What follows belongs to an exercise in optimizing a design on an open flow for small area; a production flow would make more cautious choices.
The RTL was checked by simulation tests, not by an equivalence proof against the original design.

`design/flow/design.v`:
```
module cr_xor #(parameter W = 8) (
  input  [W-1:0] a,
  input  [W-1:0] b,
  output [W-1:0] y
);
  assign y = a ^ b;
endmodule
module cr_xnor #(parameter W = 8) (
  input  [W-1:0] a,
  input  [W-1:0] b,
  output [W-1:0] y
);
  assign y = ~(a ^ b);
endmodule
module cr_cmux (
  input  s,
  input  a1,
  input  a0,
  output y
);
  assign y = ~(s ? a1 : a0);
endmodule
module cr_addn #(parameter N = 16) (
  input  [N-1:0] a,
  input  [N-1:0] bn,
  input          cin,
  output [N-1:0] s,
  output         co
);
  wire [N-1:0] p;       
  wire [N:0]   c;
  assign c[0] = cin;
  genvar i;
  generate
    for (i = 0; i < N; i = i + 1) begin : g_b
      if (i % 2 == 0) begin : g_e
        cr_xor  #(.W(1)) u_p (.a(a[i]), .b(bn[i]), .y(p[i]));
        cr_xor  #(.W(1)) u_s (.a(p[i]), .b(c[i]),  .y(s[i]));
      end else begin : g_o
        cr_xnor #(.W(1)) u_p (.a(a[i]), .b(bn[i]), .y(p[i]));
        cr_xnor #(.W(1)) u_s (.a(p[i]), .b(c[i]),  .y(s[i]));
      end
      cr_cmux u_c (.s(p[i]), .a1(c[i]), .a0(bn[i]), .y(c[i+1]));
    end
  endgenerate
  assign co = c[N];
endmodule
module cr_prefix #(parameter W = 8) (
  input  [W-1:0] x,
  output [W-1:0] a1n,
  output [W-1:0] a0n
);
  assign a1n[0] = ~x[0];
  assign a0n[0] = x[0];
  genvar i;
  generate
    for (i = 1; i < W; i = i + 1) begin : g_b
      assign a1n[i] = a1n[i-1] | ~x[i];
      assign a0n[i] = a0n[i-1] | x[i];
    end
  endgenerate
endmodule
module cr_nand2 (
  input  a,
  input  b,
  output y
);
  assign y = ~(a & b);
endmodule
module cr_o22ai (
  input  a1,
  input  b1,
  input  a2,
  input  b2,
  output y
);
  assign y = ~((a1 | b1) & (a2 | b2));
endmodule
module cr_incdec #(parameter W = 8) (
  input  [W-1:0] x,
  input          incn,
  input          decn,
  output [W-1:0] y
);
  wire [W-1:0] f;
  cr_nand2 u_f0 (.a(incn), .b(decn), .y(f[0]));
  generate
    if (W > 1) begin : g_p
      wire [W-2:0] a1n, a0n;
      cr_prefix #(.W(W-1)) u_p (.x(x[W-2:0]), .a1n(a1n), .a0n(a0n));
      genvar i;
      for (i = 1; i < W; i = i + 1) begin : g_b
        cr_o22ai u_f (.a1(incn), .b1(a1n[i-1]), .a2(decn), .b2(a0n[i-1]), .y(f[i]));
      end
    end
  endgenerate
  cr_xor #(.W(W)) u_y (.a(x), .b(f), .y(y));
endmodule
module cordic (
  input                clk,
  input                reset,
  input                operands_val,
  input  signed [15:0] x_start,
  input  signed [15:0] y_start,
  input  signed [15:0] angle,
  output signed [15:0] sine,
  output signed [15:0] cosine,
  output               out_valid
);
  localparam [15:0] ODD = 16'haaaa;
  reg [8:0] vld;
  always @(posedge clk) begin
    if (reset) vld <= 9'd0;
    else       vld <= {vld[7:0], operands_val};
  end
  assign out_valid = vld[8];
  wire [15:0] t0 = angle - 16'd12868;
  wire [15:0] x0_0_s;
  wire x0_0_co;
  wire [15:0] x0_0_bn = {~(y_start[15] ^ 1'b1), y_start[14] ^ 1'b1, ~(y_start[13] ^ 1'b1), y_start[12] ^ 1'b1, ~(y_start[11] ^ 1'b1), y_start[10] ^ 1'b1, ~(y_start[9] ^ 1'b1), y_start[8] ^ 1'b1, ~(y_start[7] ^ 1'b1), y_start[6] ^ 1'b1, ~(y_start[5] ^ 1'b1), y_start[4] ^ 1'b1, ~(y_start[3] ^ 1'b1), y_start[2] ^ 1'b1, ~(y_start[1] ^ 1'b1), y_start[0] ^ 1'b1};
  cr_addn #(.N(16)) u_x0_0 (.a(x_start[15:0]), .bn(x0_0_bn), .cin(1'b1), .s(x0_0_s), .co(x0_0_co));
  wire [15:0] y0_0_s;
  wire y0_0_co;
  wire [15:0] y0_0_bn = {~(x_start[15] ^ 1'b0), x_start[14] ^ 1'b0, ~(x_start[13] ^ 1'b0), x_start[12] ^ 1'b0, ~(x_start[11] ^ 1'b0), x_start[10] ^ 1'b0, ~(x_start[9] ^ 1'b0), x_start[8] ^ 1'b0, ~(x_start[7] ^ 1'b0), x_start[6] ^ 1'b0, ~(x_start[5] ^ 1'b0), x_start[4] ^ 1'b0, ~(x_start[3] ^ 1'b0), x_start[2] ^ 1'b0, ~(x_start[1] ^ 1'b0), x_start[0] ^ 1'b0};
  cr_addn #(.N(16)) u_y0_0 (.a(y_start[15:0]), .bn(y0_0_bn), .cin(1'b0), .s(y0_0_s), .co(y0_0_co));
  wire [15:0] x0 = {x0_0_s};
  wire [15:0] y0 = {y0_0_s};
  wire dir1 = ~t0[15];
  wire [9:0] x1_0_s;
  wire x1_0_co;
  wire [9:0] x1_0_bn = {~(y0[10] ^ dir1), y0[9] ^ dir1, ~(y0[8] ^ dir1), y0[7] ^ dir1, ~(y0[6] ^ dir1), y0[5] ^ dir1, ~(y0[4] ^ dir1), y0[3] ^ dir1, ~(y0[2] ^ dir1), y0[1] ^ dir1};
  cr_addn #(.N(10)) u_x1_0 (.a(x0[9:0]), .bn(x1_0_bn), .cin(dir1), .s(x1_0_s), .co(x1_0_co));
  wire [9:0] y1_0_s;
  wire y1_0_co;
  wire [9:0] y1_0_bn = {~(x0[10] ^ ~dir1), x0[9] ^ ~dir1, ~(x0[8] ^ ~dir1), x0[7] ^ ~dir1, ~(x0[6] ^ ~dir1), x0[5] ^ ~dir1, ~(x0[4] ^ ~dir1), x0[3] ^ ~dir1, ~(x0[2] ^ ~dir1), x0[1] ^ ~dir1};
  cr_addn #(.N(10)) u_y1_0 (.a(y0[9:0]), .bn(y1_0_bn), .cin(~dir1), .s(y1_0_s), .co(y1_0_co));
  reg [9:0] xl0, yl0;
  reg cx0, cy0;
  reg [15:10] xa0, ya0;
  reg [15:0] tr0;
  always @(posedge clk) begin
    xl0 <= {x1_0_s};
    yl0 <= {y1_0_s};
    cx0 <= x1_0_co;
    cy0 <= y1_0_co;
    xa0 <= x0[15:10];
    ya0 <= y0[15:10];
    tr0 <= t0;
  end
  wire [15:0] xv0 = {xa0, 10'd0};
  wire [15:0] yv0 = {ya0, 10'd0};
  wire [5:0] x1_10_s;
  wire x1_10_co;
  wire [5:0] x1_10_bn = {~(yv0[15] ^ (~tr0[15])), yv0[15] ^ (~tr0[15]), ~(yv0[14] ^ (~tr0[15])), yv0[13] ^ (~tr0[15]), ~(yv0[12] ^ (~tr0[15])), yv0[11] ^ (~tr0[15])};
  cr_addn #(.N(6)) u_x1_10 (.a(xv0[15:10]), .bn(x1_10_bn), .cin(cx0), .s(x1_10_s), .co(x1_10_co));
  wire [5:0] y1_10_s;
  wire y1_10_co;
  wire [5:0] y1_10_bn = {~(xv0[15] ^ ~(~tr0[15])), xv0[15] ^ ~(~tr0[15]), ~(xv0[14] ^ ~(~tr0[15])), xv0[13] ^ ~(~tr0[15]), ~(xv0[12] ^ ~(~tr0[15])), xv0[11] ^ ~(~tr0[15])};
  cr_addn #(.N(6)) u_y1_10 (.a(yv0[15:10]), .bn(y1_10_bn), .cin(cy0), .s(y1_10_s), .co(y1_10_co));
  wire [15:0] x1 = {x1_10_s, xl0};
  wire [15:0] y1 = {y1_10_s, yl0};
  wire        a_sat = tr0[15] ^ tr0[14];
  wire [14:0] a_tu = {~tr0[14], tr0[13:0]};    
  wire a_s1 = ~tr0[15];
  wire a_ge_7596 = (a_tu[14] & (a_tu[13] | (a_tu[12] & (a_tu[11] & (a_tu[10] & (a_tu[9] | (a_tu[8] & (a_tu[7] & (a_tu[6] | (a_tu[5] & (a_tu[4] | (a_tu[3] & (a_tu[2] & (a_tu[1] | (a_tu[0] | 1'b1)))))))))))))));    
  wire a_ge_m7596 = (a_tu[14] | (a_tu[13] & (a_tu[12] | (a_tu[11] | (a_tu[10] | (a_tu[9] & (a_tu[8] | (a_tu[7] | (a_tu[6] & (a_tu[5] | (a_tu[4] & (a_tu[3] | (a_tu[2] & (a_tu[1] | (a_tu[0] | 1'b1)))))))))))))));    
  wire a_s2 = a_sat ? a_s1 : a_s1 ? a_ge_7596 : a_ge_m7596;
  wire a_ge_11609 = (a_tu[14] & (a_tu[13] & (a_tu[12] | (a_tu[11] & (a_tu[10] & (a_tu[9] | (a_tu[8] & (a_tu[7] | (a_tu[6] & (a_tu[5] | (a_tu[4] & (a_tu[3] & (a_tu[2] | (a_tu[1] | (a_tu[0] & 1'b1)))))))))))))));    
  wire a_ge_3583 = (a_tu[14] & (a_tu[13] | (a_tu[12] | (a_tu[11] & (a_tu[10] & (a_tu[9] | (a_tu[8] & (a_tu[7] & (a_tu[6] & (a_tu[5] & (a_tu[4] & (a_tu[3] & (a_tu[2] & (a_tu[1] & (a_tu[0] & 1'b1)))))))))))))));    
  wire a_ge_m3583 = (a_tu[14] | (a_tu[13] & (a_tu[12] & (a_tu[11] | (a_tu[10] | (a_tu[9] & (a_tu[8] | (a_tu[7] | (a_tu[6] | (a_tu[5] | (a_tu[4] | (a_tu[3] | (a_tu[2] | (a_tu[1] | (a_tu[0] & 1'b1)))))))))))))));    
  wire a_ge_m11609 = (a_tu[14] | (a_tu[13] | (a_tu[12] & (a_tu[11] | (a_tu[10] | (a_tu[9] & (a_tu[8] | (a_tu[7] & (a_tu[6] | (a_tu[5] & (a_tu[4] | (a_tu[3] | (a_tu[2] & (a_tu[1] & (a_tu[0] & 1'b1)))))))))))))));    
  wire a_s3 = a_sat ? a_s1 : a_s1 ? (a_s2 ? a_ge_11609 : a_ge_3583) : (a_s2 ? a_ge_m3583 : a_ge_m11609);
  wire a_ge_13646 = (a_tu[14] & (a_tu[13] & (a_tu[12] & (a_tu[11] | (a_tu[10] & (a_tu[9] | (a_tu[8] & (a_tu[7] | (a_tu[6] & (a_tu[5] | (a_tu[4] | (a_tu[3] & (a_tu[2] & (a_tu[1] & (a_tu[0] | 1'b1)))))))))))))));    
  wire a_ge_9572 = (a_tu[14] & (a_tu[13] & (a_tu[12] | (a_tu[11] | (a_tu[10] & (a_tu[9] | (a_tu[8] & (a_tu[7] | (a_tu[6] & (a_tu[5] & (a_tu[4] | (a_tu[3] | (a_tu[2] & (a_tu[1] | (a_tu[0] | 1'b1)))))))))))))));    
  wire a_ge_5620 = (a_tu[14] & (a_tu[13] | (a_tu[12] & (a_tu[11] | (a_tu[10] & (a_tu[9] | (a_tu[8] & (a_tu[7] & (a_tu[6] & (a_tu[5] & (a_tu[4] & (a_tu[3] | (a_tu[2] & (a_tu[1] | (a_tu[0] | 1'b1)))))))))))))));    
  wire a_ge_1546 = (a_tu[14] & (a_tu[13] | (a_tu[12] | (a_tu[11] | (a_tu[10] & (a_tu[9] & (a_tu[8] | (a_tu[7] | (a_tu[6] | (a_tu[5] | (a_tu[4] | (a_tu[3] & (a_tu[2] | (a_tu[1] & (a_tu[0] | 1'b1)))))))))))))));    
  wire a_ge_m1546 = (a_tu[14] | (a_tu[13] & (a_tu[12] & (a_tu[11] & (a_tu[10] | (a_tu[9] | (a_tu[8] & (a_tu[7] & (a_tu[6] & (a_tu[5] & (a_tu[4] & (a_tu[3] | (a_tu[2] & (a_tu[1] & (a_tu[0] | 1'b1)))))))))))))));    
  wire a_ge_m5620 = (a_tu[14] | (a_tu[13] & (a_tu[12] | (a_tu[11] & (a_tu[10] | (a_tu[9] & (a_tu[8] | (a_tu[7] | (a_tu[6] | (a_tu[5] | (a_tu[4] | (a_tu[3] & (a_tu[2] & (a_tu[1] | (a_tu[0] | 1'b1)))))))))))))));    
  wire a_ge_m9572 = (a_tu[14] | (a_tu[13] | (a_tu[12] & (a_tu[11] & (a_tu[10] | (a_tu[9] & (a_tu[8] | (a_tu[7] & (a_tu[6] | (a_tu[5] | (a_tu[4] & (a_tu[3] & (a_tu[2] & (a_tu[1] | (a_tu[0] | 1'b1)))))))))))))));    
  wire a_ge_m13646 = (a_tu[14] | (a_tu[13] | (a_tu[12] | (a_tu[11] & (a_tu[10] | (a_tu[9] & (a_tu[8] | (a_tu[7] & (a_tu[6] | (a_tu[5] & (a_tu[4] & (a_tu[3] | (a_tu[2] | (a_tu[1] & (a_tu[0] | 1'b1)))))))))))))));    
  wire [7:0] a_g4 = {a_ge_m13646, a_ge_m9572, a_ge_m5620, a_ge_m1546, a_ge_1546, a_ge_5620, a_ge_9572, a_ge_13646};
  wire a_s4 = a_sat ? a_s1 : a_g4[~{a_s1, a_s2, a_s3}];
  wire [11:0] a_t = tr0[11:0];
  wire dir2 = a_s2;
  wire [11:0] x2_0_s;
  wire x2_0_co;
  wire [11:0] x2_0_bn = {~(y1[13] ^ dir2), y1[12] ^ dir2, ~(y1[11] ^ dir2), y1[10] ^ dir2, ~(y1[9] ^ dir2), y1[8] ^ dir2, ~(y1[7] ^ dir2), y1[6] ^ dir2, ~(y1[5] ^ dir2), y1[4] ^ dir2, ~(y1[3] ^ dir2), y1[2] ^ dir2};
  cr_addn #(.N(12)) u_x2_0 (.a(x1[11:0]), .bn(x2_0_bn), .cin(dir2), .s(x2_0_s), .co(x2_0_co));
  wire [11:0] y2_0_s;
  wire y2_0_co;
  wire [11:0] y2_0_bn = {~(x1[13] ^ ~dir2), x1[12] ^ ~dir2, ~(x1[11] ^ ~dir2), x1[10] ^ ~dir2, ~(x1[9] ^ ~dir2), x1[8] ^ ~dir2, ~(x1[7] ^ ~dir2), x1[6] ^ ~dir2, ~(x1[5] ^ ~dir2), x1[4] ^ ~dir2, ~(x1[3] ^ ~dir2), x1[2] ^ ~dir2};
  cr_addn #(.N(12)) u_y2_0 (.a(y1[11:0]), .bn(y2_0_bn), .cin(~dir2), .s(y2_0_s), .co(y2_0_co));
  reg [11:0] xl1, yl1;
  reg cx1, cy1;
  reg [15:12] xa1, ya1;
  reg [11:0] tr1;
  reg sr1;
  reg [4:1] dr1;
  always @(posedge clk) begin
    xl1 <= {x2_0_s};
    yl1 <= {y2_0_s};
    cx1 <= x2_0_co;
    cy1 <= y2_0_co;
    xa1 <= x1[15:12];
    ya1 <= y1[15:12];
    tr1 <= a_t;
    sr1 <= a_sat;
    dr1 <= {a_s4, a_s3, a_s2, a_s1};
  end
  wire [15:0] xv1 = {xa1, 12'd0};
  wire [15:0] yv1 = {ya1, 12'd0};
  wire [1:0] x2_12_s;
  wire x2_12_co;
  wire [1:0] x2_12_bn = {~(yv1[15] ^ (dr1[2])), yv1[14] ^ (dr1[2])};
  cr_addn #(.N(2)) u_x2_12 (.a(xv1[13:12]), .bn(x2_12_bn), .cin(cx1), .s(x2_12_s), .co(x2_12_co));
  wire [1:0] y2_12_s;
  wire y2_12_co;
  wire [1:0] y2_12_bn = {~(xv1[15] ^ ~(dr1[2])), xv1[14] ^ ~(dr1[2])};
  cr_addn #(.N(2)) u_y2_12 (.a(yv1[13:12]), .bn(y2_12_bn), .cin(cy1), .s(y2_12_s), .co(y2_12_co));
  wire x2_t_cl = x2_12_co;
  wire x2_t_sg = yv1[15] ^ (dr1[2]);
  wire [1:0] x2_t_s;
  cr_incdec #(.W(2)) u_x2_t (.x(xv1[15:14]), .incn(~(x2_t_cl & ~x2_t_sg)), .decn(~(~x2_t_cl & x2_t_sg)), .y(x2_t_s));
  wire y2_t_cl = y2_12_co;
  wire y2_t_sg = xv1[15] ^ ~(dr1[2]);
  wire [1:0] y2_t_s;
  cr_incdec #(.W(2)) u_y2_t (.x(yv1[15:14]), .incn(~(y2_t_cl & ~y2_t_sg)), .decn(~(~y2_t_cl & y2_t_sg)), .y(y2_t_s));
  wire [15:0] x2 = {x2_t_s, x2_12_s, xl1};
  wire [15:0] y2 = {y2_t_s, y2_12_s, yl1};
  reg [11:0] b_c;    
  always @(*) begin
    case ({dr1[1], dr1[2], dr1[3], dr1[4]})
      4'b1111: b_c = 12'h94c;
      4'b1110: b_c = 12'h150;
      4'b1101: b_c = 12'h962;
      4'b1100: b_c = 12'h166;
      4'b1011: b_c = 12'h9f2;
      4'b1010: b_c = 12'h1f6;
      4'b1001: b_c = 12'ha08;
      4'b1000: b_c = 12'h20c;
      4'b0111: b_c = 12'hdf4;
      4'b0110: b_c = 12'h5f8;
      4'b0101: b_c = 12'he0a;
      4'b0100: b_c = 12'h60e;
      4'b0011: b_c = 12'he9a;
      4'b0010: b_c = 12'h69e;
      4'b0001: b_c = 12'heb0;
      4'b0000: b_c = 12'h6b4;
    endcase
  end
  wire [11:0] b_u = tr1 - b_c;    
  wire b_hi = ~b_u[11] & b_u[10];
  wire b_lo = b_u[11] & ~b_u[10];
  wire [10:0] u_dir = sr1 ? {11{dr1[1]}} : b_hi ? 11'h7ff : b_lo ? 11'h000 : {~b_u[10], b_u[9:0]};
  wire dir3 = dr1[3];
  wire [12:0] x3_0_s;
  wire x3_0_co;
  wire [12:0] x3_0_bn = {y2[15] ^ dir3, ~(y2[14] ^ dir3), y2[13] ^ dir3, ~(y2[12] ^ dir3), y2[11] ^ dir3, ~(y2[10] ^ dir3), y2[9] ^ dir3, ~(y2[8] ^ dir3), y2[7] ^ dir3, ~(y2[6] ^ dir3), y2[5] ^ dir3, ~(y2[4] ^ dir3), y2[3] ^ dir3};
  cr_addn #(.N(13)) u_x3_0 (.a(x2[12:0]), .bn(x3_0_bn), .cin(dir3), .s(x3_0_s), .co(x3_0_co));
  wire [12:0] y3_0_s;
  wire y3_0_co;
  wire [12:0] y3_0_bn = {x2[15] ^ ~dir3, ~(x2[14] ^ ~dir3), x2[13] ^ ~dir3, ~(x2[12] ^ ~dir3), x2[11] ^ ~dir3, ~(x2[10] ^ ~dir3), x2[9] ^ ~dir3, ~(x2[8] ^ ~dir3), x2[7] ^ ~dir3, ~(x2[6] ^ ~dir3), x2[5] ^ ~dir3, ~(x2[4] ^ ~dir3), x2[3] ^ ~dir3};
  cr_addn #(.N(13)) u_y3_0 (.a(y2[12:0]), .bn(y3_0_bn), .cin(~dir3), .s(y3_0_s), .co(y3_0_co));
  wire x3_t_cl = ~x3_0_co;
  wire x3_t_sg = y2[15] ^ dir3;
  wire [2:0] x3_t_s;
  cr_incdec #(.W(3)) u_x3_t (.x(x2[15:13]), .incn(~(x3_t_cl & ~x3_t_sg)), .decn(~(~x3_t_cl & x3_t_sg)), .y(x3_t_s));
  wire y3_t_cl = ~y3_0_co;
  wire y3_t_sg = x2[15] ^ ~dir3;
  wire [2:0] y3_t_s;
  cr_incdec #(.W(3)) u_y3_t (.x(y2[15:13]), .incn(~(y3_t_cl & ~y3_t_sg)), .decn(~(~y3_t_cl & y3_t_sg)), .y(y3_t_s));
  wire [15:0] x3 = {x3_t_s, x3_0_s};
  wire [15:0] y3 = {y3_t_s, y3_0_s};
  wire dir4 = dr1[4];
  wire [7:0] x4_0_s;
  wire x4_0_co;
  wire [7:0] x4_0_bn = {~(y3[11] ^ dir4), y3[10] ^ dir4, ~(y3[9] ^ dir4), y3[8] ^ dir4, ~(y3[7] ^ dir4), y3[6] ^ dir4, ~(y3[5] ^ dir4), y3[4] ^ dir4};
  cr_addn #(.N(8)) u_x4_0 (.a(x3[7:0]), .bn(x4_0_bn), .cin(dir4), .s(x4_0_s), .co(x4_0_co));
  wire [7:0] y4_0_s;
  wire y4_0_co;
  wire [7:0] y4_0_bn = {~(x3[11] ^ ~dir4), x3[10] ^ ~dir4, ~(x3[9] ^ ~dir4), x3[8] ^ ~dir4, ~(x3[7] ^ ~dir4), x3[6] ^ ~dir4, ~(x3[5] ^ ~dir4), x3[4] ^ ~dir4};
  cr_addn #(.N(8)) u_y4_0 (.a(y3[7:0]), .bn(y4_0_bn), .cin(~dir4), .s(y4_0_s), .co(y4_0_co));
  reg [7:0] xl2, yl2;
  reg cx2, cy2;
  reg [15:8] xa2, ya2;
  reg [15:4] dr2;
  always @(posedge clk) begin
    xl2 <= {x4_0_s};
    yl2 <= {y4_0_s};
    cx2 <= x4_0_co;
    cy2 <= y4_0_co;
    xa2 <= x3[15:8];
    ya2 <= y3[15:8];
    dr2 <= {u_dir[0], u_dir[1], u_dir[2], u_dir[3], u_dir[4], u_dir[5], u_dir[6], u_dir[7], u_dir[8], u_dir[9], u_dir[10], dr1[4]};
  end
  wire [15:0] xv2 = {xa2, 8'd0};
  wire [15:0] yv2 = {ya2, 8'd0};
  wire [3:0] x4_8_s;
  wire x4_8_co;
  wire [3:0] x4_8_bn = {~(yv2[15] ^ (dr2[4])), yv2[14] ^ (dr2[4]), ~(yv2[13] ^ (dr2[4])), yv2[12] ^ (dr2[4])};
  cr_addn #(.N(4)) u_x4_8 (.a(xv2[11:8]), .bn(x4_8_bn), .cin(cx2), .s(x4_8_s), .co(x4_8_co));
  wire [3:0] y4_8_s;
  wire y4_8_co;
  wire [3:0] y4_8_bn = {~(xv2[15] ^ ~(dr2[4])), xv2[14] ^ ~(dr2[4]), ~(xv2[13] ^ ~(dr2[4])), xv2[12] ^ ~(dr2[4])};
  cr_addn #(.N(4)) u_y4_8 (.a(yv2[11:8]), .bn(y4_8_bn), .cin(cy2), .s(y4_8_s), .co(y4_8_co));
  wire x4_t_cl = x4_8_co;
  wire x4_t_sg = yv2[15] ^ (dr2[4]);
  wire [3:0] x4_t_s;
  cr_incdec #(.W(4)) u_x4_t (.x(xv2[15:12]), .incn(~(x4_t_cl & ~x4_t_sg)), .decn(~(~x4_t_cl & x4_t_sg)), .y(x4_t_s));
  wire y4_t_cl = y4_8_co;
  wire y4_t_sg = xv2[15] ^ ~(dr2[4]);
  wire [3:0] y4_t_s;
  cr_incdec #(.W(4)) u_y4_t (.x(yv2[15:12]), .incn(~(y4_t_cl & ~y4_t_sg)), .decn(~(~y4_t_cl & y4_t_sg)), .y(y4_t_s));
  wire [15:0] x4 = {x4_t_s, x4_8_s, xl2};
  wire [15:0] y4 = {y4_t_s, y4_8_s, yl2};
  wire dir5 = dr2[5];
  wire [10:0] x5_0_s;
  wire x5_0_co;
  wire [10:0] x5_0_bn = {y4[15] ^ dir5, ~(y4[14] ^ dir5), y4[13] ^ dir5, ~(y4[12] ^ dir5), y4[11] ^ dir5, ~(y4[10] ^ dir5), y4[9] ^ dir5, ~(y4[8] ^ dir5), y4[7] ^ dir5, ~(y4[6] ^ dir5), y4[5] ^ dir5};
  cr_addn #(.N(11)) u_x5_0 (.a(x4[10:0]), .bn(x5_0_bn), .cin(dir5), .s(x5_0_s), .co(x5_0_co));
  wire [10:0] y5_0_s;
  wire y5_0_co;
  wire [10:0] y5_0_bn = {x4[15] ^ ~dir5, ~(x4[14] ^ ~dir5), x4[13] ^ ~dir5, ~(x4[12] ^ ~dir5), x4[11] ^ ~dir5, ~(x4[10] ^ ~dir5), x4[9] ^ ~dir5, ~(x4[8] ^ ~dir5), x4[7] ^ ~dir5, ~(x4[6] ^ ~dir5), x4[5] ^ ~dir5};
  cr_addn #(.N(11)) u_y5_0 (.a(y4[10:0]), .bn(y5_0_bn), .cin(~dir5), .s(y5_0_s), .co(y5_0_co));
  wire x5_t_cl = ~x5_0_co;
  wire x5_t_sg = y4[15] ^ dir5;
  wire [4:0] x5_t_s;
  cr_incdec #(.W(5)) u_x5_t (.x(x4[15:11]), .incn(~(x5_t_cl & ~x5_t_sg)), .decn(~(~x5_t_cl & x5_t_sg)), .y(x5_t_s));
  wire y5_t_cl = ~y5_0_co;
  wire y5_t_sg = x4[15] ^ ~dir5;
  wire [4:0] y5_t_s;
  cr_incdec #(.W(5)) u_y5_t (.x(y4[15:11]), .incn(~(y5_t_cl & ~y5_t_sg)), .decn(~(~y5_t_cl & y5_t_sg)), .y(y5_t_s));
  wire [15:0] x5 = {x5_t_s, x5_0_s};
  wire [15:0] y5 = {y5_t_s, y5_0_s};
  wire dir6 = dr2[6];
  wire [3:0] x6_0_s;
  wire x6_0_co;
  wire [3:0] x6_0_bn = {~(y5[9] ^ dir6), y5[8] ^ dir6, ~(y5[7] ^ dir6), y5[6] ^ dir6};
  cr_addn #(.N(4)) u_x6_0 (.a(x5[3:0]), .bn(x6_0_bn), .cin(dir6), .s(x6_0_s), .co(x6_0_co));
  wire [3:0] y6_0_s;
  wire y6_0_co;
  wire [3:0] y6_0_bn = {~(x5[9] ^ ~dir6), x5[8] ^ ~dir6, ~(x5[7] ^ ~dir6), x5[6] ^ ~dir6};
  cr_addn #(.N(4)) u_y6_0 (.a(y5[3:0]), .bn(y6_0_bn), .cin(~dir6), .s(y6_0_s), .co(y6_0_co));
  reg [3:0] xl3, yl3;
  reg cx3, cy3;
  reg [15:4] xa3, ya3;
  reg [15:6] dr3;
  always @(posedge clk) begin
    xl3 <= {x6_0_s};
    yl3 <= {y6_0_s};
    cx3 <= x6_0_co;
    cy3 <= y6_0_co;
    xa3 <= x5[15:4];
    ya3 <= y5[15:4];
    dr3 <= {dr2[15], dr2[14], dr2[13], dr2[12], dr2[11], dr2[10], dr2[9], dr2[8], dr2[7], dr2[6]};
  end
  wire [15:0] xv3 = {xa3, 4'd0};
  wire [15:0] yv3 = {ya3, 4'd0};
  wire [5:0] x6_4_s;
  wire x6_4_co;
  wire [5:0] x6_4_bn = {~(yv3[15] ^ (dr3[6])), yv3[14] ^ (dr3[6]), ~(yv3[13] ^ (dr3[6])), yv3[12] ^ (dr3[6]), ~(yv3[11] ^ (dr3[6])), yv3[10] ^ (dr3[6])};
  cr_addn #(.N(6)) u_x6_4 (.a(xv3[9:4]), .bn(x6_4_bn), .cin(cx3), .s(x6_4_s), .co(x6_4_co));
  wire [5:0] y6_4_s;
  wire y6_4_co;
  wire [5:0] y6_4_bn = {~(xv3[15] ^ ~(dr3[6])), xv3[14] ^ ~(dr3[6]), ~(xv3[13] ^ ~(dr3[6])), xv3[12] ^ ~(dr3[6]), ~(xv3[11] ^ ~(dr3[6])), xv3[10] ^ ~(dr3[6])};
  cr_addn #(.N(6)) u_y6_4 (.a(yv3[9:4]), .bn(y6_4_bn), .cin(cy3), .s(y6_4_s), .co(y6_4_co));
  wire x6_t_cl = x6_4_co;
  wire x6_t_sg = yv3[15] ^ (dr3[6]);
  wire [5:0] x6_t_s;
  cr_incdec #(.W(6)) u_x6_t (.x(xv3[15:10]), .incn(~(x6_t_cl & ~x6_t_sg)), .decn(~(~x6_t_cl & x6_t_sg)), .y(x6_t_s));
  wire y6_t_cl = y6_4_co;
  wire y6_t_sg = xv3[15] ^ ~(dr3[6]);
  wire [5:0] y6_t_s;
  cr_incdec #(.W(6)) u_y6_t (.x(yv3[15:10]), .incn(~(y6_t_cl & ~y6_t_sg)), .decn(~(~y6_t_cl & y6_t_sg)), .y(y6_t_s));
  wire [15:0] x6 = {x6_t_s, x6_4_s, xl3};
  wire [15:0] y6 = {y6_t_s, y6_4_s, yl3};
  wire dir7 = dr3[7];
  wire [7:0] x7_0_s;
  wire x7_0_co;
  wire [7:0] x7_0_bn = {~(y6[14] ^ dir7), y6[13] ^ dir7, ~(y6[12] ^ dir7), y6[11] ^ dir7, ~(y6[10] ^ dir7), y6[9] ^ dir7, ~(y6[8] ^ dir7), y6[7] ^ dir7};
  cr_addn #(.N(8)) u_x7_0 (.a(x6[7:0]), .bn(x7_0_bn), .cin(dir7), .s(x7_0_s), .co(x7_0_co));
  wire [7:0] y7_0_s;
  wire y7_0_co;
  wire [7:0] y7_0_bn = {~(x6[14] ^ ~dir7), x6[13] ^ ~dir7, ~(x6[12] ^ ~dir7), x6[11] ^ ~dir7, ~(x6[10] ^ ~dir7), x6[9] ^ ~dir7, ~(x6[8] ^ ~dir7), x6[7] ^ ~dir7};
  cr_addn #(.N(8)) u_y7_0 (.a(y6[7:0]), .bn(y7_0_bn), .cin(~dir7), .s(y7_0_s), .co(y7_0_co));
  reg [7:0] xl4, yl4;
  reg cx4, cy4;
  reg [15:8] xa4, ya4;
  reg [15:7] dr4;
  always @(posedge clk) begin
    xl4 <= {x7_0_s};
    yl4 <= {y7_0_s};
    cx4 <= x7_0_co;
    cy4 <= y7_0_co;
    xa4 <= x6[15:8];
    ya4 <= y6[15:8];
    dr4 <= {dr3[15], dr3[14], dr3[13], dr3[12], dr3[11], dr3[10], dr3[9], dr3[8], dr3[7]};
  end
  wire [15:0] xv4 = {xa4, 8'd0};
  wire [15:0] yv4 = {ya4, 8'd0};
  wire [0:0] x7_8_s;
  wire x7_8_co;
  wire [0:0] x7_8_bn = {yv4[15] ^ (dr4[7])};
  cr_addn #(.N(1)) u_x7_8 (.a(xv4[8:8]), .bn(x7_8_bn), .cin(cx4), .s(x7_8_s), .co(x7_8_co));
  wire [0:0] y7_8_s;
  wire y7_8_co;
  wire [0:0] y7_8_bn = {xv4[15] ^ ~(dr4[7])};
  cr_addn #(.N(1)) u_y7_8 (.a(yv4[8:8]), .bn(y7_8_bn), .cin(cy4), .s(y7_8_s), .co(y7_8_co));
  wire x7_t_cl = ~x7_8_co;
  wire x7_t_sg = yv4[15] ^ (dr4[7]);
  wire [6:0] x7_t_s;
  cr_incdec #(.W(7)) u_x7_t (.x(xv4[15:9]), .incn(~(x7_t_cl & ~x7_t_sg)), .decn(~(~x7_t_cl & x7_t_sg)), .y(x7_t_s));
  wire y7_t_cl = ~y7_8_co;
  wire y7_t_sg = xv4[15] ^ ~(dr4[7]);
  wire [6:0] y7_t_s;
  cr_incdec #(.W(7)) u_y7_t (.x(yv4[15:9]), .incn(~(y7_t_cl & ~y7_t_sg)), .decn(~(~y7_t_cl & y7_t_sg)), .y(y7_t_s));
  wire [15:0] x7 = {x7_t_s, x7_8_s, xl4};
  wire [15:0] y7 = {y7_t_s, y7_8_s, yl4};
  wire dir8 = dr4[8];
  wire [7:0] x8_0_s;
  wire x8_0_co;
  wire [7:0] x8_0_bn = {~(y7[15] ^ dir8), y7[14] ^ dir8, ~(y7[13] ^ dir8), y7[12] ^ dir8, ~(y7[11] ^ dir8), y7[10] ^ dir8, ~(y7[9] ^ dir8), y7[8] ^ dir8};
  cr_addn #(.N(8)) u_x8_0 (.a(x7[7:0]), .bn(x8_0_bn), .cin(dir8), .s(x8_0_s), .co(x8_0_co));
  wire [7:0] y8_0_s;
  wire y8_0_co;
  wire [7:0] y8_0_bn = {~(x7[15] ^ ~dir8), x7[14] ^ ~dir8, ~(x7[13] ^ ~dir8), x7[12] ^ ~dir8, ~(x7[11] ^ ~dir8), x7[10] ^ ~dir8, ~(x7[9] ^ ~dir8), x7[8] ^ ~dir8};
  cr_addn #(.N(8)) u_y8_0 (.a(y7[7:0]), .bn(y8_0_bn), .cin(~dir8), .s(y8_0_s), .co(y8_0_co));
  wire x8_t_cl = x8_0_co;
  wire x8_t_sg = y7[15] ^ dir8;
  wire [7:0] x8_t_s;
  cr_incdec #(.W(8)) u_x8_t (.x(x7[15:8]), .incn(~(x8_t_cl & ~x8_t_sg)), .decn(~(~x8_t_cl & x8_t_sg)), .y(x8_t_s));
  wire y8_t_cl = y8_0_co;
  wire y8_t_sg = x7[15] ^ ~dir8;
  wire [7:0] y8_t_s;
  cr_incdec #(.W(8)) u_y8_t (.x(y7[15:8]), .incn(~(y8_t_cl & ~y8_t_sg)), .decn(~(~y8_t_cl & y8_t_sg)), .y(y8_t_s));
  wire [15:0] x8 = {x8_t_s, x8_0_s};
  wire [15:0] y8 = {y8_t_s, y8_0_s};
  reg [15:0] xr5, yr5;
  reg [15:9] dr5;
  always @(posedge clk) begin
    xr5 <= x8;
    yr5 <= y8;
    dr5 <= {dr4[15], dr4[14], dr4[13], dr4[12], dr4[11], dr4[10], dr4[9]};
  end
  wire dir9 = dr5[9];
  wire [6:0] x9_0_s;
  wire x9_0_co;
  wire [6:0] x9_0_bn = {yr5[15] ^ dir9, ~(yr5[14] ^ dir9), yr5[13] ^ dir9, ~(yr5[12] ^ dir9), yr5[11] ^ dir9, ~(yr5[10] ^ dir9), yr5[9] ^ dir9};
  cr_addn #(.N(7)) u_x9_0 (.a(xr5[6:0]), .bn(x9_0_bn), .cin(dir9), .s(x9_0_s), .co(x9_0_co));
  wire [6:0] y9_0_s;
  wire y9_0_co;
  wire [6:0] y9_0_bn = {xr5[15] ^ ~dir9, ~(xr5[14] ^ ~dir9), xr5[13] ^ ~dir9, ~(xr5[12] ^ ~dir9), xr5[11] ^ ~dir9, ~(xr5[10] ^ ~dir9), xr5[9] ^ ~dir9};
  cr_addn #(.N(7)) u_y9_0 (.a(yr5[6:0]), .bn(y9_0_bn), .cin(~dir9), .s(y9_0_s), .co(y9_0_co));
  wire x9_t_cl = ~x9_0_co;
  wire x9_t_sg = yr5[15] ^ dir9;
  wire [8:0] x9_t_s;
  cr_incdec #(.W(9)) u_x9_t (.x(xr5[15:7]), .incn(~(x9_t_cl & ~x9_t_sg)), .decn(~(~x9_t_cl & x9_t_sg)), .y(x9_t_s));
  wire y9_t_cl = ~y9_0_co;
  wire y9_t_sg = xr5[15] ^ ~dir9;
  wire [8:0] y9_t_s;
  cr_incdec #(.W(9)) u_y9_t (.x(yr5[15:7]), .incn(~(y9_t_cl & ~y9_t_sg)), .decn(~(~y9_t_cl & y9_t_sg)), .y(y9_t_s));
  wire [15:0] x9 = {x9_t_s, x9_0_s};
  wire [15:0] y9 = {y9_t_s, y9_0_s};
  wire dir10 = dr5[10];
  wire [3:0] x10_0_s;
  wire x10_0_co;
  wire [3:0] x10_0_bn = {~(y9[13] ^ dir10), y9[12] ^ dir10, ~(y9[11] ^ dir10), y9[10] ^ dir10};
  cr_addn #(.N(4)) u_x10_0 (.a(x9[3:0]), .bn(x10_0_bn), .cin(dir10), .s(x10_0_s), .co(x10_0_co));
  wire [3:0] y10_0_s;
  wire y10_0_co;
  wire [3:0] y10_0_bn = {~(x9[13] ^ ~dir10), x9[12] ^ ~dir10, ~(x9[11] ^ ~dir10), x9[10] ^ ~dir10};
  cr_addn #(.N(4)) u_y10_0 (.a(y9[3:0]), .bn(y10_0_bn), .cin(~dir10), .s(y10_0_s), .co(y10_0_co));
  reg [3:0] xl6, yl6;
  reg cx6, cy6;
  reg [15:4] xa6, ya6;
  reg [15:10] dr6;
  always @(posedge clk) begin
    xl6 <= {x10_0_s};
    yl6 <= {y10_0_s};
    cx6 <= x10_0_co;
    cy6 <= y10_0_co;
    xa6 <= x9[15:4];
    ya6 <= y9[15:4];
    dr6 <= {dr5[15], dr5[14], dr5[13], dr5[12], dr5[11], dr5[10]};
  end
  wire [15:0] xv6 = {xa6, 4'd0};
  wire [15:0] yv6 = {ya6, 4'd0};
  wire [1:0] x10_4_s;
  wire x10_4_co;
  wire [1:0] x10_4_bn = {~(yv6[15] ^ (dr6[10])), yv6[14] ^ (dr6[10])};
  cr_addn #(.N(2)) u_x10_4 (.a(xv6[5:4]), .bn(x10_4_bn), .cin(cx6), .s(x10_4_s), .co(x10_4_co));
  wire [1:0] y10_4_s;
  wire y10_4_co;
  wire [1:0] y10_4_bn = {~(xv6[15] ^ ~(dr6[10])), xv6[14] ^ ~(dr6[10])};
  cr_addn #(.N(2)) u_y10_4 (.a(yv6[5:4]), .bn(y10_4_bn), .cin(cy6), .s(y10_4_s), .co(y10_4_co));
  wire x10_t_cl = x10_4_co;
  wire x10_t_sg = yv6[15] ^ (dr6[10]);
  wire [9:0] x10_t_s;
  cr_incdec #(.W(10)) u_x10_t (.x(xv6[15:6]), .incn(~(x10_t_cl & ~x10_t_sg)), .decn(~(~x10_t_cl & x10_t_sg)), .y(x10_t_s));
  wire y10_t_cl = y10_4_co;
  wire y10_t_sg = xv6[15] ^ ~(dr6[10]);
  wire [9:0] y10_t_s;
  cr_incdec #(.W(10)) u_y10_t (.x(yv6[15:6]), .incn(~(y10_t_cl & ~y10_t_sg)), .decn(~(~y10_t_cl & y10_t_sg)), .y(y10_t_s));
  wire [15:0] x10 = {x10_t_s, x10_4_s, xl6};
  wire [15:0] y10 = {y10_t_s, y10_4_s, yl6};
  wire dir11 = dr6[11];
  wire [4:0] x11_0_s;
  wire x11_0_co;
  wire [4:0] x11_0_bn = {y10[15] ^ dir11, ~(y10[14] ^ dir11), y10[13] ^ dir11, ~(y10[12] ^ dir11), y10[11] ^ dir11};
  cr_addn #(.N(5)) u_x11_0 (.a(x10[4:0]), .bn(x11_0_bn), .cin(dir11), .s(x11_0_s), .co(x11_0_co));
  wire [4:0] y11_0_s;
  wire y11_0_co;
  wire [4:0] y11_0_bn = {x10[15] ^ ~dir11, ~(x10[14] ^ ~dir11), x10[13] ^ ~dir11, ~(x10[12] ^ ~dir11), x10[11] ^ ~dir11};
  cr_addn #(.N(5)) u_y11_0 (.a(y10[4:0]), .bn(y11_0_bn), .cin(~dir11), .s(y11_0_s), .co(y11_0_co));
  wire x11_t_cl = ~x11_0_co;
  wire x11_t_sg = y10[15] ^ dir11;
  wire [10:0] x11_t_s;
  cr_incdec #(.W(11)) u_x11_t (.x(x10[15:5]), .incn(~(x11_t_cl & ~x11_t_sg)), .decn(~(~x11_t_cl & x11_t_sg)), .y(x11_t_s));
  wire y11_t_cl = ~y11_0_co;
  wire y11_t_sg = x10[15] ^ ~dir11;
  wire [10:0] y11_t_s;
  cr_incdec #(.W(11)) u_y11_t (.x(y10[15:5]), .incn(~(y11_t_cl & ~y11_t_sg)), .decn(~(~y11_t_cl & y11_t_sg)), .y(y11_t_s));
  wire [15:0] x11 = {x11_t_s, x11_0_s};
  wire [15:0] y11 = {y11_t_s, y11_0_s};
  reg [15:0] xr7, yr7;
  reg [15:12] dr7;
  always @(posedge clk) begin
    xr7 <= x11;
    yr7 <= y11;
    dr7 <= {dr6[15], dr6[14], dr6[13], dr6[12]};
  end
  wire dir12 = dr7[12];
  wire [3:0] x12_0_s;
  wire x12_0_co;
  wire [3:0] x12_0_bn = {~(yr7[15] ^ dir12), yr7[14] ^ dir12, ~(yr7[13] ^ dir12), yr7[12] ^ dir12};
  cr_addn #(.N(4)) u_x12_0 (.a(xr7[3:0]), .bn(x12_0_bn), .cin(dir12), .s(x12_0_s), .co(x12_0_co));
  wire [3:0] y12_0_s;
  wire y12_0_co;
  wire [3:0] y12_0_bn = {~(xr7[15] ^ ~dir12), xr7[14] ^ ~dir12, ~(xr7[13] ^ ~dir12), xr7[12] ^ ~dir12};
  cr_addn #(.N(4)) u_y12_0 (.a(yr7[3:0]), .bn(y12_0_bn), .cin(~dir12), .s(y12_0_s), .co(y12_0_co));
  wire x12_t_cl = x12_0_co;
  wire x12_t_sg = yr7[15] ^ dir12;
  wire [11:0] x12_t_s;
  cr_incdec #(.W(12)) u_x12_t (.x(xr7[15:4]), .incn(~(x12_t_cl & ~x12_t_sg)), .decn(~(~x12_t_cl & x12_t_sg)), .y(x12_t_s));
  wire y12_t_cl = y12_0_co;
  wire y12_t_sg = xr7[15] ^ ~dir12;
  wire [11:0] y12_t_s;
  cr_incdec #(.W(12)) u_y12_t (.x(yr7[15:4]), .incn(~(y12_t_cl & ~y12_t_sg)), .decn(~(~y12_t_cl & y12_t_sg)), .y(y12_t_s));
  wire [15:0] x12 = {x12_t_s, x12_0_s};
  wire [15:0] y12 = {y12_t_s, y12_0_s};
  wire dir13 = dr7[13];
  wire [2:0] x13_0_s;
  wire x13_0_co;
  wire [2:0] x13_0_bn = {y12[15] ^ dir13, ~(y12[14] ^ dir13), y12[13] ^ dir13};
  cr_addn #(.N(3)) u_x13_0 (.a(x12[2:0]), .bn(x13_0_bn), .cin(dir13), .s(x13_0_s), .co(x13_0_co));
  wire [2:0] y13_0_s;
  wire y13_0_co;
  wire [2:0] y13_0_bn = {x12[15] ^ ~dir13, ~(x12[14] ^ ~dir13), x12[13] ^ ~dir13};
  cr_addn #(.N(3)) u_y13_0 (.a(y12[2:0]), .bn(y13_0_bn), .cin(~dir13), .s(y13_0_s), .co(y13_0_co));
  wire x13_t_cl = ~x13_0_co;
  wire x13_t_sg = y12[15] ^ dir13;
  wire [12:0] x13_t_s;
  cr_incdec #(.W(13)) u_x13_t (.x(x12[15:3]), .incn(~(x13_t_cl & ~x13_t_sg)), .decn(~(~x13_t_cl & x13_t_sg)), .y(x13_t_s));
  wire y13_t_cl = ~y13_0_co;
  wire y13_t_sg = x12[15] ^ ~dir13;
  wire [12:0] y13_t_s;
  cr_incdec #(.W(13)) u_y13_t (.x(y12[15:3]), .incn(~(y13_t_cl & ~y13_t_sg)), .decn(~(~y13_t_cl & y13_t_sg)), .y(y13_t_s));
  wire [15:0] x13 = {x13_t_s, x13_0_s};
  wire [15:0] y13 = {y13_t_s, y13_0_s};
  reg [15:0] xr8, yr8;
  reg [15:14] dr8;
  always @(posedge clk) begin
    xr8 <= x13;
    yr8 <= y13;
    dr8 <= {dr7[15], dr7[14]};
  end
  wire dir14 = dr8[14];
  wire [1:0] x14_0_s;
  wire x14_0_co;
  wire [1:0] x14_0_bn = {~(yr8[15] ^ dir14), yr8[14] ^ dir14};
  cr_addn #(.N(2)) u_x14_0 (.a(xr8[1:0]), .bn(x14_0_bn), .cin(dir14), .s(x14_0_s), .co(x14_0_co));
  wire [1:0] y14_0_s;
  wire y14_0_co;
  wire [1:0] y14_0_bn = {~(xr8[15] ^ ~dir14), xr8[14] ^ ~dir14};
  cr_addn #(.N(2)) u_y14_0 (.a(yr8[1:0]), .bn(y14_0_bn), .cin(~dir14), .s(y14_0_s), .co(y14_0_co));
  wire x14_t_cl = x14_0_co;
  wire x14_t_sg = yr8[15] ^ dir14;
  wire [13:0] x14_t_s;
  cr_incdec #(.W(14)) u_x14_t (.x(xr8[15:2]), .incn(~(x14_t_cl & ~x14_t_sg)), .decn(~(~x14_t_cl & x14_t_sg)), .y(x14_t_s));
  wire y14_t_cl = y14_0_co;
  wire y14_t_sg = xr8[15] ^ ~dir14;
  wire [13:0] y14_t_s;
  cr_incdec #(.W(14)) u_y14_t (.x(yr8[15:2]), .incn(~(y14_t_cl & ~y14_t_sg)), .decn(~(~y14_t_cl & y14_t_sg)), .y(y14_t_s));
  wire [15:0] x14 = {x14_t_s, x14_0_s};
  wire [15:0] y14 = {y14_t_s, y14_0_s};
  wire dir15 = dr8[15];
  wire [0:0] x15_0_s;
  wire x15_0_co;
  wire [0:0] x15_0_bn = {y14[15] ^ dir15};
  cr_addn #(.N(1)) u_x15_0 (.a(x14[0:0]), .bn(x15_0_bn), .cin(dir15), .s(x15_0_s), .co(x15_0_co));
  wire [0:0] y15_0_s;
  wire y15_0_co;
  wire [0:0] y15_0_bn = {x14[15] ^ ~dir15};
  cr_addn #(.N(1)) u_y15_0 (.a(y14[0:0]), .bn(y15_0_bn), .cin(~dir15), .s(y15_0_s), .co(y15_0_co));
  wire x15_t_cl = ~x15_0_co;
  wire x15_t_sg = y14[15] ^ dir15;
  wire [14:0] x15_t_s;
  cr_incdec #(.W(15)) u_x15_t (.x(x14[15:1]), .incn(~(x15_t_cl & ~x15_t_sg)), .decn(~(~x15_t_cl & x15_t_sg)), .y(x15_t_s));
  wire y15_t_cl = ~y15_0_co;
  wire y15_t_sg = x14[15] ^ ~dir15;
  wire [14:0] y15_t_s;
  cr_incdec #(.W(15)) u_y15_t (.x(y14[15:1]), .incn(~(y15_t_cl & ~y15_t_sg)), .decn(~(~y15_t_cl & y15_t_sg)), .y(y15_t_s));
  wire [15:0] x15 = {x15_t_s, x15_0_s};
  wire [15:0] y15 = {y15_t_s, y15_0_s};
  assign cosine = x15;
  assign sine   = y15;
endmodule
```
`design/flow/config.mk`:
```
export PLATFORM = sky130hd
export DESIGN_NAME = cordic
export DESIGN_NICKNAME = cordic
export VERILOG_FILES = /design/flow/design.v
export SDC_FILE = /design/flow/constraint.sdc
export NUM_CORES = 4
export LEC_CHECK = 0
export CAP_MARGIN = 0
export CORE_MARGIN = 2
export CORE_UTILIZATION = 60
export SLEW_MARGIN = 0
export SYNTH_HIERARCHICAL = 1
export SYNTH_MINIMUM_KEEP_SIZE = 0
```
`design/flow/standard.sh`:
```
#!/bin/bash
# synth_recipe.tcl (not shown) runs the flow's synth.tcl, then flattens the netlist and writes it again
# the make line also repeats each setting of config.mk as NAME=value (left out here)
make -C /OpenROAD-flow-scripts/flow DESIGN_CONFIG=/design/flow/config.mk WORK_HOME=/design/flow/orfs CLKGATE_MAP_FILE= SYNTH_SCRIPT=/design/flow/synth_recipe.tcl "${@:-finish}"
```
`design/flow/constraint.sdc`:
```
create_clock -name core_clock -period 5.0 [get_ports {clk}]
set_input_delay 1.0000 -clock core_clock [delete_from_list [all_inputs] [get_ports {clk}]]
set_output_delay 1.0000 -clock core_clock [all_outputs]
set_load 0.01 [all_outputs]
```
`design/flow/flow/run.sh`:
```
#!/bin/bash
# Own layout flow: the standard ORFS flow (standard.sh, including its
# standard synthesis), with two changes to how the layout is built:
#  - the input/output port buffers are sky130_fd_sc_hd__buf_1 cells;
#  - clock tree synthesis inserts no dummy loads.
# ORFS writes each step's full log under orfs/logs/; make's own output goes
# to make.log in this folder.
set -euo pipefail
export BUFFER_PORTS_ARGS="-buffer_cell sky130_fd_sc_hd__buf_1"
export CTS_ARGS="-sink_clustering_enable -repair_clock_nets -dont_use_dummy_load"
bash standard.sh finish > make.log 2>&1
```
==> results of run 1 <==
## worst max-delay path: cells and delay by family (launching register included)
kind,cells,cell delay [ns]
flip-flops,1,0.41
multiplexers,3,0.84
AND/OR/NAND/NOR,2,0.57
buffers and inverters,1,0.18
AO/OA/AOI/OAI,2,0.21
XOR/XNOR,6,1.27
## registers in the layout, indices dropped and copies added (netlist names), 12 cells and up
| name | flops |
|---|---|
| ya3 | 12 |
| xl1 | 12 |
| xa3 | 12 |
| xr8 | 16 |
| tr1 | 12 |
| yr8 | 16 |
| ya6 | 12 |
| xr7 | 16 |
| yr5 | 16 |
| yr7 | 16 |
| dr2 | 12 |
| yl1 | 12 |
| xr5 | 16 |
| xa6 | 12 |
| tr0 | 16 |
## worst min path at each step
| stage | from | endpoint | slack [ns] | cells past startpoint |
|---|---|---|---|---|
| 4_1_cts | dr5[13] | dr6[13] | 0.30 | 0 |
| 3_3_place_gp | dr5[11] | dr6[11] | 0.31 | 0 |
| 2_1_floorplan | dr2[10] | dr3[10] | 0.31 | 0 |
| 3_5_place_dp | dr5[12] | dr6[12] | 0.31 | 0 |
| 5_1_grt | dr5[13] | dr6[13] | 0.32 | 0 |
| 6_report | dr5[13] | dr6[13] | 0.30 | 0 |
## layout make-up
class                      count  area (µm²)
sequential                   401        8050
timing repair buffer         209        1330
tap                          592         741
clock buffer                  43        1080
inverter                     106         398
multi-input combinational   2303       18800
fill                        3518       13800
## cell usage in the layout, fill, tap and decap left out, types with 18 or more instances in the layout
| cell type | n |
|---|---|
| nand3_1 | 94 |
| clkbuf_16 | 43 |
| nor3_1 | 18 |
| xnor2_1 | 379 |
| nand4_1 | 41 |
| o22ai_2 | 29 |
| xor2_1 | 627 |
| nand2_1 | 154 |
| dfxtp_1 | 390 |
| buf_4 | 119 |
| o22ai_1 | 176 |
| and4_1 | 20 |
| buf_1 | 60 |
| nor2_1 | 55 |
| or2_2 | 68 |
| xor2_2 | 31 |
| inv_1 | 105 |
| mux2i_1 | 265 |
| nand3b_1 | 19 |
| or3_1 | 27 |
| ha_1 | 21 |
## layer usage
layer	track usage, %	up-vias	share of wire (%)
li1	-	10202	-
met1	26.6	9633	42
met2	45.0	270	54
met3	3.13	72	2.7
met4	5.08	2	1.7
met5	0	-	0.023
## repair_timing
| item | 4_1_cts | 5_1_grt |
|---|---|---|
| buffers inserted | 31 | 38 |
| setup endpoints to repair | 30 | 111 |
| cloned | 4 | 0 |
| resized for setup | 32 | 155 |
| pin swaps | 24 | 45 |
| hold buffers | 0 | 0 |
## stage by stage
| step | cells | worst slack (ns) | area [µm²] | setup TNS, ns |
|---|---|---|---|---|
| after floorplan | 2892 | 0.167 | 26900 | 0 |
| after global placement | 3539 | 0.0543 | 27900 | 0 |
| after detailed placement | 3539 | -0.0923 | 27900 | -0.315 |
| after CTS | 3617 | -0.00420 | 29400 | -0.00580 |
| after global routing | 3654 | -0.237 | 30400 | -5.45 |
| final | 3654 | -0.0221 | 30400 | -0.0437 |
==> reports/metrics.yaml, run 1 <==
worst_setup_path:
  r2r_cells: 17
  worstSetupPathType: "flop to output port"
  worst_path_largest_cell_delay_ns: 0.41
  r2r-start: "yr7[12]"
  critPathCapture: "sine[14]"
  slowest_stage: "dfxtp_4"
  end_kind: "output port"
  crit_path_cell_trace: "xor2_4 > xor2_2 > mux2i_1 > mux2i_1 > or2_4 > o22ai_4 > xor2_2 > xnor2_2 > xor2_2 > mux2i_4 > or2_4 > o22ai_2 > xor2_1 > clkbuf_2"
  crit_top_cell: "xor2_2"
  crit_path_max_fanout: 8
  r2r_slack_ns: 0.28
  worst_setup_path_start_kind: "flop"
  critPathLaunch: "dr8[14]"
  rr_endpoint: "yr8[14]"
  crit_required_ns: 4.00
  worstPathArrival_ns: 4.02
timing:
  slew_headroom_pct: 28.2
  fin_crit_ns: 5.02
  worst_slack_ns: -0.0221
  hold_violations: 0
  drv_slew: 0
  whs_ns: 0.300
  rsz0062_at_grt: "yes"
  setup_viol: 2
  clock.fmax_mhz: 199
  min_period_over_period_pct: 100
  skew_ns: 0.0401
  tightest_slew_ns: 1.06
cts:
  cts_buffers: 43
  cts_tree: "yes"
  clockBufferDepth: 3
  path_clk_slew_ns: 0.06
  clockRootBuffer: "clkbuf_16"
  ctsHtreeMaxLevel: 2
  clock_latency_ns: 0.56
  clock_sinks: 401
cells_and_area:
  area_growth_pct: 13.1
  final_nets: 3137
  layout-drive-gt1-share_pct: 14.5
  diodes: 0
  final_util_pct: 68.7
die:
  design.core.area_um2: 44200
  fp.dieW_um: 216
  num_io_pins: 84
  start_util_pct: 60.8
  rows: 77
  fp.dieH_um: 216
  dieArea_um2: 46500
route:
  dr_total_vias: 20179
  wl_per_cell_um: 15.3
  ant_nets: 0
  drt_first_pass_iters: 5
  drt_iter0_drc: 1063
  wirelength_um: 55900
  drcViolationCount: 0
  via_per_inst: 5.52
grt:
  overflow: 0
  grt_first_pass_wirelength_um: 91200
  first_global_vias: 19434
  grt_util_all_layers_pct: 23.1
  grt_max_degree: 23
  antenna_found_initial: 1
placed_design:
  place.gp.congestion: 0.870
  port_buffers: 83
  dp_hpwl_um: 42100
synth:
  syn_area_um2: 26900
  synthCells: 2890
  yosys_warnings: 7
  syn_area_per_cell_um2: 9.30
outcome:
  status: "failed layout checks"
  failed_checks: "setup timing"
job:
  maxCapViolCount: 0
min_path:
  hold_path.class: "flop to flop"
==> run 2, diff against run 1 <==
==> design/flow/flow/run.sh (replaced) <==
#!/bin/bash
# Own layout flow: the standard ORFS flow (standard.sh, including its
# standard synthesis), with two changes to how the layout is built:
#  - the input/output port buffers are sky130_fd_sc_hd__buf_1 cells;
#  - clock tree synthesis inserts no dummy loads and clusters up to 24 sinks.
# ORFS writes each step's full log under orfs/logs/; make's own output goes
# to make.log in this folder.
set -euo pipefail
export BUFFER_PORTS_ARGS="-buffer_cell sky130_fd_sc_hd__buf_1"
export CTS_ARGS="-sink_clustering_enable -repair_clock_nets -dont_use_dummy_load -sink_clustering_size 24 -sink_clustering_max_diameter 100"
bash standard.sh finish > make.log 2>&1
--- a/design/flow/config.mk
+++ b/design/flow/config.mk
@@ -8,6 +8,7 @@
 export CAP_MARGIN = 0
 export CORE_MARGIN = 2
 export CORE_UTILIZATION = 60
+export SETUP_SLACK_MARGIN = 0.2
 export SLEW_MARGIN = 0
 export SYNTH_HIERARCHICAL = 1
 export SYNTH_MINIMUM_KEEP_SIZE = 0
==> run 2 against run 1 <==
Net effect:
- the layout still fails its checks (setup timing)
- via count up 0.42%
- global-route usage shrank 0.23 points
- final cell count grew 0.66%
==> reports/metrics.yaml, run 2 <==
die:
  fp.dieH_um: 216
  dieArea_um2: 46500
  start_util_pct: 60.8
  design.core.area_um2: 44200
  fp.dieW_um: 216
  rows: 77
  num_io_pins: 84
cells_and_area:
  final_nets: 3161
  final_cell_mix: "618 x xor2_1, 382 x dfxtp_1, 367 x xnor2_1"
  multi_input_area_um2: 19100
  diodes: 0
  fillers: 3525
  final_util_pct: 68.8
  final_common_cell: "xor2_1"
  seq_area_um2: 8060
  area_growth_pct: 13.2
  layout-drive-gt1-share_pct: 16.8
  design_area_um2: 30400
worst_setup_path:
  crit_required_ns: 4.00
  slowest_stage: "dfxtp_4"
  crit_path_max_fanout: 8
  worstPathArrival_ns: 4.06
  worst_path_largest_cell_delay_ns: 0.42
  end_kind: "output port"
  crit_path_cell_trace: "buf_6 > xor2_4 > xnor2_2 > mux2i_1 > nand2_1 > o22ai_2 > xor2_1 > buf_4 > xor2_4 > xor2_2 > mux2i_2 > buf_4 > or2_4 > o22ai_4 > xor2_1 > buf_2"
  worstSetupPathType: "flop to output port"
  worst_setup_path_start_kind: "flop"
route:
  wl_per_cell_um: 15.3
  drcViolationCount: 0
  dr_total_vias: 20264
  ant_nets: 0
  via_per_inst: 5.51
  drt_iter0_drc: 1062
  wirelength_um: 56200
  drt_first_pass_iters: 5
grt:
  overflow: 0
  antenna_found_initial: 0
  grt_util_all_layers_pct: 22.9
  grt_max_degree: 25
  grt_first_pass_wirelength_um: 91200
  first_global_vias: 19321
timing:
  whs_ns: 0.299
  rsz0062_at_grt: "yes"
  slew_headroom_pct: 21.1
  fin_crit_ns: 5.06
  setup_viol: 10
  min_period_over_period_pct: 101
  clock.fmax_mhz: 198
  worst_slack_ns: -0.0582
  hold_violations: 0
  tightest_slew_ns: 1.17
  drv_slew: 0
  skew_ns: 0.0582
outcome:
  status: "failed layout checks"
  failed_checks: "setup timing"
cts:
  clockRootBuffer: "clkbuf_16"
  holdBufCountCts: 0
  ctsHtreeMaxLevel: 1
  cts_buffers: 20
  path_clk_slew_ns: 0.09
  clock_sinks: 401
  clockBufferDepth: 3
  clock_latency_ns: 0.56
  cts_tree: "yes"
placed_design:
  place.gp.congestion: 0.848
  port_buffers: 83
  dp_slack_ns: -0.0569
  dp_hpwl_um: 41800
  placed_cell_area_um2: 27800
synth:
  syn_area_per_cell_um2: 9.30
  syn_area_um2: 26900
  yosys_warnings: 7
  synthCells: 2890
job:
  maxCapViolCount: 0
min_path:
  hold_path.class: "flop to flop"
[run 2: cell count changes in the layout (fill, tap and decap cells not counted), moves of 9 or more]
cell,change
buf_2,+14
buf_4,+44
clkbuf_16,-23
mux2i_1,-11
mux2i_2,+12
xnor2_1,-12
xnor2_2,+11
xor2_1,-9
[run 2: critical path, delay by kind of cell (launching register included)]
kind / cells / cell delay [ns]
simple gates: 2 / 0.44
flops: 1 / 0.42
compound gates: 2 / 0.38
xor+xnor: 6 / 1.15
mux: 2 / 0.44
buf+inv: 4 / 0.70
[run 2: worst paths after layout]
kind,depth (start not counted),to,start,slack [ns]
worst max-delay path,16,cosine[15],dr8[14],-0.06
worst min-delay path,0,dr3[10],dr2[10],0.30
worst max register to register,17,yr8[15],yr7[12],0.35
worst min register to register,0,dr3[10],dr2[10],0.30
[run 2: routing by layer]
layer  global-route usage, %  vias to the layer above  share of wire, %
met5                       0                        -                 0
met4                    4.76                        0               1.6
met3                    1.65                       57               2.3
met2                    45.0                      279                54
met1                    27.0                     9663                42
li1                        -                    10265                 -
[run 2: final cells by class]
type                    count  share of cell area (%)
multi-input cells        2307                    62.7
flip-flops and latches    401                    26.5
repair buffers            252                    5.44
well taps                 592                    2.43
clock buffers              20                    1.64
inverters                 106                    1.31
[run 2: what timing repair did]
| item | 4_1_cts | 5_1_grt |
|---|---|---|
| endpoints found under the setup margin | 42 | 138 |
| pin swaps | 38 | 49 |
| buffers inserted | 52 | 67 |
| cloned | 4 | 4 |
| gates resized for setup | 96 | 147 |
[run 2: stage by stage]
stage | std cells | TNS, ns
floorplan | 2892 | 0
global placement | 3531 | 0
detailed placement | 3531 | -0.141
CTS | 3607 | 0
global route | 3678 | -4.72
finish | 3678 | -0.238

==> port drivers added, routing unchanged <==
No port has a modelled driver above. Below, the same layouts with a new extraction and two added sets of constraints.
Step 1 assumes that a clkbuf_16 drives the clock port and a buf_2 every other input.
Step 2, shift: input delay + t, output delay - t, t = (earliest + latest rising clock arrival at the registers) / 2. This alone moves slack from input paths to output paths.
Slacks: no drivers / after step 1 / after step 2; pairs: no drivers / after step 1.
run | shift t [ns] | slack for setup (ns) | pins driven straight from the clock port
run 1 | 0.597 | -0.022 / -0.080 / -0.083 | 1
run 2 | 0.593 | -0.058 / -0.120 / -0.002 | 1
For run 1, which loses most, drivers alone change the setup slack by -0.058 ns; drivers and shift together by -0.061 ns.
